From an optimization exercise on the open Yosys and OpenROAD flow, aimed at small area; shortcuts taken in it are not production practice. Where RTL was checked, it was by simulation tests only, not by an equivalence proof against the original. Power figures rest on the tool's default switching activity, not on a simulated workload.

Design main, start of the top module:
module main(
    input clk,
    input reset,
    input buttonChangeMode,
    input buttonConfig,
    input buttonChangeLight,
    input buttonIncreaseTime,
    input buttonDecreaseTime,
    input buttonConfirm,
    output [6:0] led7_1,
    output [6:0] led7_2,
    output [6:0] led7_3,
    output [6:0] led7_4,
    output reg [2:0] led1,
    output reg [2:0] led2
);
Settings: LEC_CHECK=0, CAP_MARGIN=20, CORE_MARGIN=2, CORE_UTILIZATION=40, SLEW_MARGIN=20; clock period 10.0 ns.
standard.sh (not shown) runs the stock make flow with config.mk's settings and CLKGATE_MAP_FILE= SYNTH_SCRIPT=/design/flow/synth_recipe.tcl, a recipe that flattens the netlist after the stock synthesis.
==> flow/flow/run.sh <==
#!/bin/bash
# Own layout flow: the standard ORFS flow (standard.sh) with
#  - an area-oriented synthesis mapping (see synth.tcl),
#  - the smallest buffer for the port buffers,
#  - clock tree built from small clock buffers, without dummy loads.
# Each tool's output goes to its own log under orfs/logs/; make's output to flow_make.log.
set -euo pipefail
HERE=$(pwd)
bash standard.sh \
  SYNTH_SCRIPT="$HERE/flow/synth.tcl" \
  ADDER_MAP_FILE= \
  BUFFER_PORTS_ARGS="-buffer_cell sky130_fd_sc_hd__buf_1" \
  CTS_ARGS="-sink_clustering_enable -repair_clock_nets -dont_use_dummy_load -buf_list {sky130_fd_sc_hd__clkbuf_8}" \
  finish > "$HERE/flow_make.log" 2>&1
==> flow/flow/abc.script <==
strash
dc2
&get -n
&dch -f
&nf -R 1000
&put
==> flow/flow/synth.tcl <==
set ::my_abc_script [file join [file dirname [file normalize [info script]]] abc.script]
proc synth {args} { yosys synth -nofsm -noshare {*}$args }
proc abc {args} {
  foreach opt {-script -D -constr} {
    set i [lsearch -exact $args $opt]
    if {$i >= 0} { set args [lreplace $args $i [expr {$i + 1}]] }
  }
  yosys abc -script $::my_abc_script {*}$args
}
source $::env(SCRIPTS_DIR)/synth.tcl
# left out here: clear keep_hierarchy, flatten, clean up, hide names made inside functions, write 1_2_yosys.v
The first run completed without violations.
Next try:
==> flow/flow/run.sh (replaced) <==
#!/bin/bash
# Own layout flow: the standard ORFS flow with an area-oriented synthesis mapping
# (see synth.tcl). Each tool's output goes to its own log under orfs/logs/; make's own
# output goes to flow_make.log in this folder.
set -euo pipefail
HERE=$(pwd)
bash standard.sh SYNTH_SCRIPT="$HERE/flow/synth.tcl" ADDER_MAP_FILE= finish > "$HERE/flow_make.log" 2>&1
The new run produced a clean layout.
Sequential power is about the same.
Power went up by about 22%.
Non-clock buffer count went down by 1.
Cell area went up by about 6%.
Worst setup slack loses 690 ps.
Synthesized cell count is unchanged.
Utilization went up by 2.7 points.
No run of this note included a check of the RTL's function; only the layout flow was run.

---

main, a different RTL version from the one above (not shown whole).
Size in the first run: ~760 cells after synthesis, ~42 I/O pins, roughly 5500 sq um of cells after synthesis.
==> flow/config.mk <==
export PLATFORM = sky130hd
export DESIGN_NAME = main
export DESIGN_NICKNAME = main
export VERILOG_FILES = /design/flow/design.v
export SDC_FILE = /design/flow/constraint.sdc
export NUM_CORES = 4
export LEC_CHECK = 0
export CAP_MARGIN = 0
export CORE_MARGIN = 2
export CORE_UTILIZATION = 70
export SLEW_MARGIN = 0
==> flow/constraint.sdc <==
create_clock -name core_clock -period 10.0 [get_ports {clk}]
set_input_delay 2.0000 -clock core_clock [delete_from_list [all_inputs] [get_ports {clk}]]
set_output_delay 2.0000 -clock core_clock [all_outputs]
set_load 0.01 [all_outputs]
==> flow/flow/run.sh <==
#!/bin/bash
# Own layout flow: the standard ORFS flow (standard.sh) with
#  - an area-oriented synthesis mapping (see synth.tcl),
#  - the smallest buffer for the port buffers,
#  - clock tree built from small clock buffers, without dummy loads.
# Each tool's output goes to its own log under orfs/logs/; make's output to flow_make.log.
set -euo pipefail
HERE=$(pwd)
bash standard.sh \
  SYNTH_SCRIPT="$HERE/flow/synth.tcl" \
  ADDER_MAP_FILE= \
  BUFFER_PORTS_ARGS="-buffer_cell sky130_fd_sc_hd__buf_1" \
  CTS_ARGS="-sink_clustering_enable -repair_clock_nets -dont_use_dummy_load -buf_list {sky130_fd_sc_hd__clkbuf_8}" \
  finish > "$HERE/flow_make.log" 2>&1
==> flow/flow/abc.script <==
strash
dc2
balance -l
resub -K 6 -l
rewrite -l
resub -K 6 -N 2 -l
refactor -l
resub -K 8 -l
balance -l
resub -K 8 -N 2 -l
rewrite -l
resub -K 10 -l
rewrite -z -l
resub -K 10 -N 2 -l
balance -l
resub -K 12 -l
refactor -z -l
resub -K 12 -N 2 -l
rewrite -z -l
balance -l
balance -l
resub -K 6 -l
rewrite -l
resub -K 6 -N 2 -l
refactor -l
resub -K 8 -l
balance -l
resub -K 8 -N 2 -l
rewrite -l
resub -K 10 -l
rewrite -z -l
resub -K 10 -N 2 -l
balance -l
resub -K 12 -l
refactor -z -l
resub -K 12 -N 2 -l
rewrite -z -l
balance -l
dc2
dch -f
amap
Scripts as last shown in full above: flow/flow/synth.tcl
The first run went through all stages and came out clean.
Change:
CAP_MARGIN = 20   (was 0)
CORE_UTILIZATION = 40   (was 70)
SLEW_MARGIN = 20   (was 0)
The new run finished clean.
Final cell count increases by 8.0%.
Power barely changes.
Flip-flop and latch count does not change.
Cell area grows by 1.6%.
Maximum frequency shrinks by 1.2%.
Setup slack gets worse by 0.11 ns.
Via count falls by 3.1%.
Critical path depth does not change.
Clock skew stays flat.
First-iteration DRC count came out lower by 42%.
Global-route usage goes down by 15 points.

---

Another version of the RTL of main (not shown whole).
For scale: about 78 flip-flops.
Settings: LEC_CHECK=0, CAP_MARGIN=20, CORE_MARGIN=2, CORE_UTILIZATION=40, GPL_TIMING_DRIVEN=0, SLEW_MARGIN=20; clock period 10.0 ns.
Scripts as last shown in full above: flow/flow/run.sh, flow/flow/abc.script, flow/flow/synth.tcl
==> next run, changes <==
--- a/flow/flow/abc.script
+++ b/flow/flow/abc.script
@@ -39 +38,0 @@
-dc2
@@ -41 +40 @@
-amap
+amap -F 8 -A 16 -C 1000
GPL_TIMING_DRIVEN = not set   (was 0)
The changed run went through all stages and came out clean.
Routed wire length is higher by 4.5%.
Setup slack gets better by 0.090 ns.
Clock-buffer cell count stays the same.
Total power goes up by 1.1%.
Final area went down by 0.70%.
Die area came out lower by 0.75%.
Core utilization went down by 0.14 points.
Synthesized area came out lower by 0.77%.
==> next run, changes <==
--- a/flow/flow/abc.script
+++ b/flow/flow/abc.script
@@ -38,0 +39 @@
+dc2
@@ -40 +41 @@
-amap -F 8 -A 16 -C 1000
+amap
Via count grows slightly.
Worst setup slack degrades by 0.11 ns.
Total power shrinks slightly.
Utilization grows by 0.11 points.
Flip-flop and latch count does not change.
Fmax shrinks slightly.
Design area grows slightly.
Global-route usage grows by 0.19 points.
Routed wire length grows slightly.
Worst hold slack improves by 0.018 ns.
Register-to-register slack improves by 0.03 ns.

## re-timing with driven ports
In the flow no input, the clock included, has a driving cell. The finished layouts below were timed again as built, in two steps.
Step 1 (the two cells are an assumption about what drives the block):
set clk [get_ports {clk}]
set_driving_cell -lib_cell sky130_fd_sc_hd__clkbuf_16 $clk
set_driving_cell -lib_cell sky130_fd_sc_hd__buf_2 [delete_from_list [all_inputs] $clk]
Step 2 times the ports against the registers' clock, not the clock port: input delays grow and output delays shrink by t, the midpoint of the rising clock arrivals with the driver on.
Slacks: ideal / step 1 / step 2; pairs: ideal / step 1.
| run | t (ns) | setup WS [ns] | hold slack, ns | worst setup path after step 2 |
|---|---|---|---|---|
| the first run of note 1 | 0.417 | 1.951 / 1.914 / 2.331 | 0.461 / 0.461 / 0.461 | register to output |
| the second run of note 1 | 0.403 | 1.258 / 1.215 / 1.618 | 0.463 / 0.463 / 0.463 | register to output |
| the first run of note 2 | 0.386 | 0.853 / 0.813 / 1.199 | 0.479 / 0.479 / 0.479 | register to output |
| the second run of note 2 | 0.394 | 0.742 / 0.708 / 1.102 | 0.486 / 0.486 / 0.486 | register to output |
| the first run of note 3 | 0.395 | 0.957 / 0.921 / 1.316 | 0.472 / 0.472 / 0.472 | register to output |
| the second run of note 3 | 0.389 | 1.047 / 1.012 / 1.401 | 0.454 / 0.454 / 0.454 | register to output |
| the third run of note 3 | 0.400 | 0.939 / 0.904 / 1.304 | 0.471 / 0.471 / 0.471 | register to output |
After both steps every run listed still meets setup and hold.
